This is an optimization exercise on Yosys and OpenROAD, whose aim is small area and a short achievable clock period, not a production implementation.
Where RTL was checked, it was by simulation tests only, not by an equivalence proof against the original.
No driver is modelled on the clock port, so clock power and skew are understated where the tree is cut down; a real chip needs a root buffer or a tree.
Power figures rest on the tool's default switching activity, not on a simulated workload.

garnet:
// mini_cnn
module mini_cnn (
    input         clk,
    input         reset,
    input  [7:0]  pxl_in,
    input  [7:0]  k00, k01, k02,
    input  [7:0]  k10, k11, k12,
    input  [7:0]  k20, k21, k22,
    input  [15:0] w0, w1, w2, w3,
    input  [15:0] bias,
    output [15:0] pool_out,
    output [15:0] fc_out,
    output reg    out_valid
);
For scale: roughly 1,800 cells after synthesis, ~18,000 µm² of cells after synthesis.
export LEC_CHECK = 0
export CAP_MARGIN = 50
export CORE_MARGIN = 2
export CORE_UTILIZATION = 65
export CTS_BUF_LIST = sky130_fd_sc_hd__clkbuf_8 sky130_fd_sc_hd__clkbuf_16
export CTS_CLUSTER_DIAMETER = 60
export CTS_CLUSTER_SIZE = 30
export SLEW_MARGIN = 70
export SYNTH_HIERARCHICAL = 1
export SYNTH_MINIMUM_KEEP_SIZE = 0
create_clock -name core_clock -period 13.0 [get_ports {clk}]
standard.sh (not shown) runs the stock make flow with config.mk's settings and CLKGATE_MAP_FILE= SYNTH_SCRIPT=/design/flow/synth_recipe.tcl, a recipe that flattens the netlist after the stock synthesis.
==> flow/flow/run.sh <==
#!/bin/bash
# The standard ORFS layout with these changes:
#  - port buffers are the smallest buffer (buf_1),
#  - clock tree synthesis with clkbuf_8 buffers, clusters of at most 16 sinks,
#    and without dummy loads,
#  - after clock tree synthesis the tree's root buffer is removed, so the clock
#    port drives the tree's first-level buffers directly (flow/noroot.tcl), and
#    if there are two of them, each is split in two, so that the port drives
#    four buffers, each driving the nearer half of the leaf buffers; these
#    first-level buffers are then clkbuf_16 (flow/split.tcl),
#  - the multiplier operand flops get drive strength 2 (flow/upsize.tcl),
#  - the output port buffers get drive strength 2 (flow/outbuf.tcl).
# Each tool's output goes to its own log here.
set -uo pipefail
bash standard.sh synth > synth.log 2>&1 || exit 1
CTS="-sink_clustering_enable -repair_clock_nets -sink_clustering_size 16 -sink_clustering_max_diameter 50"
CTS="$CTS -buf_list {sky130_fd_sc_hd__clkbuf_8} -dont_use_dummy_load"
bash standard.sh "BUFFER_PORTS_ARGS=-buffer_cell sky130_fd_sc_hd__buf_1" \
  "CTS_ARGS=$CTS" "POST_CTS_TCL=$PWD/flow/post_cts.tcl" finish > layout.log 2>&1 || exit 1
Other scripts of this flow, unchanged in this note and not shown: flow/flow/noroot.tcl, flow/flow/outbuf.tcl, flow/flow/post_cts.tcl, flow/flow/split.tcl, flow/flow/upsize.tcl
> inputs changed (garnet -> violet)
diff --git a/flow/design.v b/flow/design.v
--- a/flow/design.v
+++ b/flow/design.v
@@ -919,23 +919,23 @@
     wire cf1, cf2;
     csa_han u_cf1 (fp0_15, fp1_15, cf1, cf2);
     wire cf3, cf4;
     csa_han u_cf3 (fp0_3, fp1_3, cf3, cf4);
     wire cf5, cf6;
     csa_ffa u_cf5 (fp0_4, fp1_4, fp2_4, cf5, cf6);
     wire cf7, cf8;
     csa_han u_cf7 (fp3_4, fp4_4, cf7, cf8);
     wire cf9, cf10;
     csa_ffa u_cf9 (fp0_5, fp1_5, fp2_5, cf9, cf10);
     wire cf11, cf12;
-    csa_ffa u_cf11 (fp3_5, fp4_5, fb5, cf11, cf12);
+    csa_fa u_cf11 (fp3_5, fp4_5, fb5, cf11, cf12);
     wire cf13, cf14;
     csa_ffa u_cf13 (fp0_6, fp1_6, fp2_6, cf13, cf14);
     wire cf15, cf16;
     csa_ffa u_cf15 (fp3_6, fp4_6, fb6, cf15, cf16);
     wire cf17, cf18;
     csa_ffa u_cf17 (fp0_7, fp1_7, fp2_7, cf17, cf18);
     wire cf19, cf20;
     csa_ffa u_cf19 (fp3_7, fp4_7, fb7, cf19, cf20);
     wire cf21, cf22;
     csa_ffa u_cf21 (fp0_8, fp1_8, fp2_8, cf21, cf22);
     wire cf23, cf24;
@@ -957,31 +957,31 @@
     wire cf39, cf40;
     csa_ffa u_cf39 (fp3_12, fp4_12, fb12, cf39, cf40);
     wire cf41, cf42;
     csa_ffa u_cf41 (fp0_13, fp1_13, fp2_13, cf41, cf42);
     wire cf43, cf44;
     csa_ffa u_cf43 (fp3_13, fp4_13, fb13, cf43, cf44);
     wire cf45, cf46;
     csa_ffa u_cf45 (fp0_14, fp1_14, fp2_14, cf45, cf46);
     wire cf47, cf48;
     csa_ffa u_cf47 (fp3_14, fp4_14, fb14, cf47, cf48);
     wire cf49, cf50;
-    csa_ffa u_cf49 (fp2_15, fp3_15, fp4_15, cf49, cf50);
+    csa_fa u_cf49 (fp2_15, fp3_15, fp4_15, cf49, cf50);
     wire cf51, cf52;
     csa_ffa u_cf51 (fp5_15, fb15, cf1, cf51, cf52);
     wire cf53, cf54;
     csa_han u_cf53 (fp0_2, fp1_2, cf53, cf54);
     wire cf55, cf56;
     csa_ffa u_cf55 (fp2_3, fp3_3, fb3, cf55, cf56);
     wire cf57, cf58;
-    csa_ffa u_cf57 (fb4, cf7, cf4, cf57, cf58);
+    csa_fa u_cf57 (fb4, cf7, cf4, cf57, cf58);
     wire cf59, cf60;
     csa_ffa u_cf59 (cf8, cf6, cf9, cf59, cf60);
     wire cf61, cf62;
     csa_ffa u_cf61 (cf10, cf13, cf15, cf61, cf62);
     wire cf63, cf64;
     csa_ffa u_cf63 (cf14, cf17, cf19, cf63, cf64);
     wire cf65, cf66;
     csa_ffa u_cf65 (cf18, cf21, cf23, cf65, cf66);
     wire cf67, cf68;
     csa_ffa u_cf67 (cf22, cf25, cf27, cf67, cf68);
     wire cf69, cf70;
--- outcome ---
- violet against garnet: routed wire length decreased by 660 µm relative to the old numbers; synthesized cell count roughly the same.
- Compared with garnet, in violet leakage power of the design about even, maximum clock rate shows a reduction of 0.49%, wire length of the first global-routing pass decreased 2.3%, multi-input combinational area share neither gained nor lost much, part of the power in combinational logic increased 0.2 points.
- On final critical-path share of the clock period, violet and garnet are basically level.
- Diff garnet..violet | final non-filler cell total | negligible
- The area enclosed by the die boundary was comparable across violet and garnet.
Only the layout flow was run in garnet; the RTL was not checked for function there.

-- port drivers added, routing unchanged --
The results above use ideal ports. As a check the final layouts listed here were re-extracted and re-timed, cells and wires unchanged. Step 1: set_driving_cell puts a clkbuf_16 on clk and a buf_2 on each other input, an assumption about the parent block. Step 2 moves the port delays by t, midway between the first and last clock arrival at a register: inputs arrive t later, outputs are due t later. That takes back most of the time a late clock gives input paths. Slacks: no drivers / after step 1 / after step 2; pairs: no drivers / after step 1.
run | t (ns) | setup WS [ns] | latest minus earliest clock arrival (ns)
garnet | 0.391 | 9.473 / 9.385 / 9.353 | 0.086 / 0.085
violet | 0.407 | 9.456 / 9.351 / 9.403 | 0.057 / 0.057
After both steps every run listed still meets setup and hold. For garnet, which loses most, drivers alone change the setup slack by -0.088 ns; drivers and shift together by -0.120 ns.
